Source: an optimization exercise on an open RTL-to-GDS flow (aim: small area). Production flows keep margins and buffers that such runs may drop.
In this exercise RTL edits were held to simulation tests only and were not proved equivalent to the original.

run A:
// CPU
module CPU(
    input [7:0] Ins,
    input RESET,
    input sCLK,
    output [6:0] SEG1,
    output [6:0] SEG2,
    output [6:0] SEG3,
    output [6:0] SEG4,
    output [6:0] SEG5,
    output [7:0] ADD
    );
	wire [1:0] op = Ins[7:6];
	wire [1:0] rs = Ins[5:4];
	wire [1:0] rt = Ins[3:2];
	wire [1:0] rd = Ins[1:0];
	wire [7:0] imm = {{6{Ins[1]}}, Ins[1:0]};
	wire is_add   = (op == 2'b00);
	wire is_load  = (op == 2'b01);
	wire is_store = (op == 2'b10);
	wire is_jump  = (op == 2'b11);
	reg [7:0] pc;
	wire [7:0] off = is_jump ? {{6{Ins[1] & ~Ins[0]}}, Ins[1] ^ Ins[0], ~Ins[0]} : 8'd1;
	always @(posedge sCLK or posedge RESET)
		if (RESET) pc <= 8'd0;
		else pc <= pc + 8'd1 + (is_jump ? imm : 8'd0);
	assign ADD = pc;
	reg [7:0] r [0:3];
	wire [7:0] A = r[rs];
	wire [7:0] B = r[rt];
	wire [7:0] sum = A + (is_add ? B : imm);
	wire [4:0] addr = sum[4:0];
	reg [7:0] m [0:31];
	reg [31:0] mv;
	wire [7:0] init = addr[4] ? (8'd0 - {4'd0, addr[3:0]}) : {4'd0, addr[3:0]};
	wire [7:0] mrd = mv[addr] ? m[addr] : init;
	always @(posedge sCLK)
		if (is_store) m[addr] <= B;
	integer i;
	always @(posedge sCLK or posedge RESET)
		if (RESET) mv <= 32'd0;
		else if (is_store) mv[addr] <= 1'b1;
	wire [7:0] W = is_load ? mrd : sum;
	wire [1:0] wr = is_load ? rt : rd;
	always @(posedge sCLK or posedge RESET)
		if (RESET) begin
  ...
Settings: LEC_CHECK=0, CAP_MARGIN=20, CORE_MARGIN=2, CORE_UTILIZATION=70, GPL_TIMING_DRIVEN=1, PLACE_DENSITY=0.8, SLEW_MARGIN=20; clock period 11.0 ns.
standard.sh (not shown) runs the stock make flow with config.mk's settings and CLKGATE_MAP_FILE= SYNTH_SCRIPT=/design/flow/synth_recipe.tcl, a recipe that flattens the netlist after the stock synthesis.
==> flow/flow/run.sh <==
#!/bin/bash
# Own layout flow: the standard synthesis, then the logic between the
# flip-flops re-mapped for area (flow/resynth.tcl, flip-flops untouched), then
# the standard ORFS flow with smaller port and clock buffers.
# Each tool's output goes to a log file of its own in this folder.
set -euo pipefail
HERE=$(pwd)
R=$HERE/orfs/results/sky130hd/CPU/base
CTSBUF=${CTSBUF:-sky130_fd_sc_hd__clkbuf_4}
CTSCL=${CTSCL:--sink_clustering_max_diameter 50 -sink_clustering_size 10}
VARS=(
  "CTS_ARGS=-sink_clustering_enable -repair_clock_nets -dont_use_dummy_load -buf_list $CTSBUF $CTSCL"
  "PRE_RESIZE_TCL=$HERE/flow/pre_resize.tcl"
  "PRE_GLOBAL_PLACE_TCL=$HERE/flow/pre_gpl.tcl"
)
bash standard.sh "${VARS[@]}" synth > make_synth.log 2>&1
cp $R/1_2_yosys.v $HERE/standard_synth.v
printf 'set_driving_cell sky130_fd_sc_hd__buf_1\nset_load 5\n' > $HERE/abc.constr
LIB=$FLOW_HOME/platforms/sky130hd/lib/sky130_fd_sc_hd__tt_025C_1v80.lib \
IN=$HERE/standard_synth.v OUT=$R/1_2_yosys.v TOP=$FLOW_TOP \
ABC_SCRIPTS="$(ls $HERE/flow/area*.abc | tr "\n" " ")" ABC_CONSTR=$HERE/abc.constr STAT=$HERE/resynth_stat.txt \
  yosys -c $HERE/flow/resynth.tcl > resynth.log 2>&1
rm -f $R/1_synth.odb $R/1_synth.sdc
bash standard.sh "${VARS[@]}" finish > make_finish.log 2>&1
==> flow/flow/resynth.tcl <==
# Re-map the combinational logic of the standard synthesis netlist for area.
# The flip-flops (and their instance names) are kept as they are: every
# sequential cell is a black box here, so only the logic between them changes.
yosys -import
set lib $::env(LIB)
read_liberty -ignore_miss_func $lib
read_verilog $::env(IN)
hierarchy -top $::env(TOP)
set f [open $lib r]; set txt [read $f]; close $f
foreach {- m} [regexp -all -inline {cell\s*\(\s*"?(sky130_fd_sc_hd__\w+)"?\s*\)} $txt] {
  if {[regexp {__(s?e?df|dl|sdl)} $m]} { blackbox $m }
}
flatten
opt_clean -purge
techmap
opt -fast
set dont_use {}
foreach c {sky130_fd_sc_hd__lpflow_bleeder_1 sky130_fd_sc_hd__lpflow_clkbufkapwr_1 sky130_fd_sc_hd__lpflow_clkbufkapwr_16 sky130_fd_sc_hd__lpflow_clkbufkapwr_2 sky130_fd_sc_hd__lpflow_clkbufkapwr_4 sky130_fd_sc_hd__lpflow_clkbufkapwr_8 sky130_fd_sc_hd__lpflow_clkinvkapwr_1 sky130_fd_sc_hd__lpflow_clkinvkapwr_16 sky130_fd_sc_hd__lpflow_clkinvkapwr_2 sky130_fd_sc_hd__lpflow_clkinvkapwr_4 sky130_fd_sc_hd__lpflow_clkinvkapwr_8 sky130_fd_sc_hd__lpflow_decapkapwr_12 sky130_fd_sc_hd__lpflow_decapkapwr_3 sky130_fd_sc_hd__lpflow_decapkapwr_4 sky130_fd_sc_hd__lpflow_decapkapwr_6 sky130_fd_sc_hd__lpflow_decapkapwr_8 sky130_fd_sc_hd__lpflow_inputiso0n_1 sky130_fd_sc_hd__lpflow_inputiso0p_1 sky130_fd_sc_hd__lpflow_inputiso1n_1 sky130_fd_sc_hd__lpflow_inputiso1p_1 sky130_fd_sc_hd__lpflow_inputisolatch_1 sky130_fd_sc_hd__lpflow_isobufsrc_1 sky130_fd_sc_hd__lpflow_isobufsrc_16 sky130_fd_sc_hd__lpflow_isobufsrc_2 sky130_fd_sc_hd__lpflow_isobufsrc_4 sky130_fd_sc_hd__lpflow_isobufsrc_8 sky130_fd_sc_hd__lpflow_isobufsrckapwr_16 sky130_fd_sc_hd__lpflow_lsbuf_lh_hl_isowell_tap_1 sky130_fd_sc_hd__lpflow_lsbuf_lh_hl_isowell_tap_2 sky130_fd_sc_hd__lpflow_lsbuf_lh_hl_isowell_tap_4 sky130_fd_sc_hd__lpflow_lsbuf_lh_isowell_4 sky130_fd_sc_hd__lpflow_lsbuf_lh_isowell_tap_1 sky130_fd_sc_hd__lpflow_lsbuf_lh_isowell_tap_2 sky130_fd_sc_hd__lpflow_lsbuf_lh_isowell_tap_4 sky130_fd_sc_hd__probe_p_8 sky130_fd_sc_hd__probec_p_8} { lappend dont_use -dont_use $c }
# Map with each of the ABC scripts given and keep the smallest result.
design -save unmapped
set best_area -1
set best_script ""
foreach script $::env(ABC_SCRIPTS) {
  design -load unmapped
  abc -liberty $lib {*}$dont_use -script $script -constr $::env(ABC_CONSTR)
  opt_clean -purge
  read_liberty -lib -overwrite $lib
  set st [tee -q -s result.string stat -liberty $lib]
  regexp {Chip area for module '[^']*': ([0-9.]+)} $st -> area
  puts "RESYNTH $script area $area"
  if {$best_area < 0 || $area < $best_area} {
    set best_area $area
    set best_script $script
    design -save best
  }
}
puts "RESYNTH best $best_script area $best_area"
design -load best
hilomap -singleton -hicell sky130_fd_sc_hd__conb_1 HI -locell sky130_fd_sc_hd__conb_1 LO
insbuf -buf sky130_fd_sc_hd__buf_1 A X
opt_clean -purge
check -assert
tee -o $::env(STAT) stat -liberty $lib
write_verilog -noattr -nohex -nodec $::env(OUT)
Other scripts of this flow, unchanged in this note and not shown: flow/flow/area1.abc, flow/flow/area2.abc, flow/flow/area3.abc, flow/flow/area4.abc, flow/flow/area5.abc, flow/flow/area6.abc, flow/flow/area7.abc, flow/flow/pre_gpl.tcl, flow/flow/pre_resize.tcl
Relative to run A, the following input files were edited for run B:
-- flow/flow/run.sh --
<<< run A, line 18
printf 'set_driving_cell sky130_fd_sc_hd__buf_1\nset_load 5\n' > $HERE/abc.constr
LIB=$FLOW_HOME/platforms/sky130hd/lib/sky130_fd_sc_hd__tt_025C_1v80.lib \
IN=$HERE/standard_synth.v OUT=$R/1_2_yosys.v TOP=$FLOW_TOP \
ABC_SCRIPTS="$(ls $HERE/flow/area*.abc | tr "\n" " ")" ABC_CONSTR=$HERE/abc.constr STAT=$HERE/resynth_stat.txt \
  yosys -c $HERE/flow/resynth.tcl > resynth.log 2>&1
rm -f $R/1_synth.odb $R/1_synth.sdc
>>> run B, line 18
printf 'set_driving_cell sky130_fd_sc_hd__buf_1\nset_load 5\n' > $HERE/abc.constr
# Re-map in rounds: each round maps the previous round's netlist with every
# script in flow/area*.abc and keeps the smallest; stop when a round gains nothing.
SCRIPTS="$(ls $HERE/flow/area*.abc | tr '\n' ' ')"
LIB=$FLOW_HOME/platforms/sky130hd/lib/sky130_fd_sc_hd__tt_025C_1v80.lib
prev=$HERE/standard_synth.v
prev_area=1e12
for round in 1 2 3 4; do
  LIB=$LIB IN=$prev OUT=$HERE/resynth_$round.v TOP=$FLOW_TOP \
  ABC_SCRIPTS="$SCRIPTS" ABC_CONSTR=$HERE/abc.constr STAT=$HERE/resynth_stat_$round.txt \
    yosys -c $HERE/flow/resynth.tcl > resynth_$round.log 2>&1
  area=$(sed -n "s/.*Chip area for module '[^']*': *\([0-9.]*\).*/\1/p" $HERE/resynth_stat_$round.txt | tail -1)
  echo "round $round area $area (previous $prev_area)" >> resynth_rounds.log
  if awk -v a="$area" -v b="$prev_area" 'BEGIN{exit !(a < b - 1)}'; then
    prev=$HERE/resynth_$round.v; prev_area=$area
  else
    break
  fi
done
cp $prev $R/1_2_yosys.v
rm -f $R/1_synth.odb $R/1_synth.sdc
==> flow/flow/area8.abc (new file) <==
strash
&get -n
&st
&syn3
&dch
&nf -R 1000 -p
&put
mfs2 -a
strash
&get -n
&st
&dch
&nf -R 1000 -p
&put
topo
stime -c
==> flow/flow/area9.abc (new file) <==
strash
&get -n
&st
&synch2
&dch
&nf -R 1000 -p
&put
mfs2 -a
strash
&get -n
&st
&dch
&nf -R 1000 -p
&put
topo
stime -c
### Flow results
Every stage of the flow completed for run B, and the final layout passed the timing, design-rule and antenna checks.
Die boundary width: run B vs run A — no meaningful difference
In run B, the post-route met1 wirelength came out about 0.6% below the value in run A.
Run B vs run A: fill cell instance count of the final layout up slightly
Post-placement cell count (run B over run A): increase, 8
Summary — non-clock buffer count, run B relative to run A: higher, by 3.
[compare] base=run A new=run B: total wire length after detailed routing fell 1.8%; clock network contribution to total cell area barely changed; relative slew slack saw a decrease.
Final setup slack of the worst path: run B better than run A
In terms of number of well-tap cells placed, run A and run B differ only marginally.
## Diff of input files: run C against run B
Settings: a change of CORE_UTILIZATION from 70 to 75; a change of PLACE_DENSITY from 0.8 to 0.85.
Notes after the runs:
- Per the comparison of run C with run B, area overhead of the layout relative to synthesis rose 0.15 points, fmax fell about 1.8%.
- Between run B and run C, the setup slack is lower for run C.
- Global-route track usage on met2: run C vs run B up 5.3 points
- ~same clock transition at the registers of the reported paths in run B and run C

what the ideal ports hide:
Ports are ideal in the flow. The routed layouts listed here were re-timed in OpenROAD.
Step 1: set_driving_cell puts a clkbuf_16 on sCLK and a buf_2 on each other input, an assumption about the parent block.
Step 2, shift: input delay + t, output delay - t, t = (earliest + latest rising clock arrival at the registers) / 2. This alone moves slack from input paths to output paths.
Slacks: no drivers / after step 1 / after step 2; pairs: no drivers / after step 1.
run | t (ns) | slack for setup (ns) | worst register clock-pin slew, ns | worst slew at a driven data input, ns
run A | 0.683 | 0.553 / 0.534 / 0.534 | 0.11 / 0.11 | 0.03
run B | 0.665 | 0.677 / 0.653 / 0.653 | 0.12 / 0.12 | 0.03
run C | 0.678 | 0.482 / 0.454 / 0.454 | 0.11 / 0.11 | 0.04
After both steps setup and hold are still met in every run listed. The setup slack of run C, which loses most, moves by -0.028 ns with the drivers and by -0.028 ns with both steps.
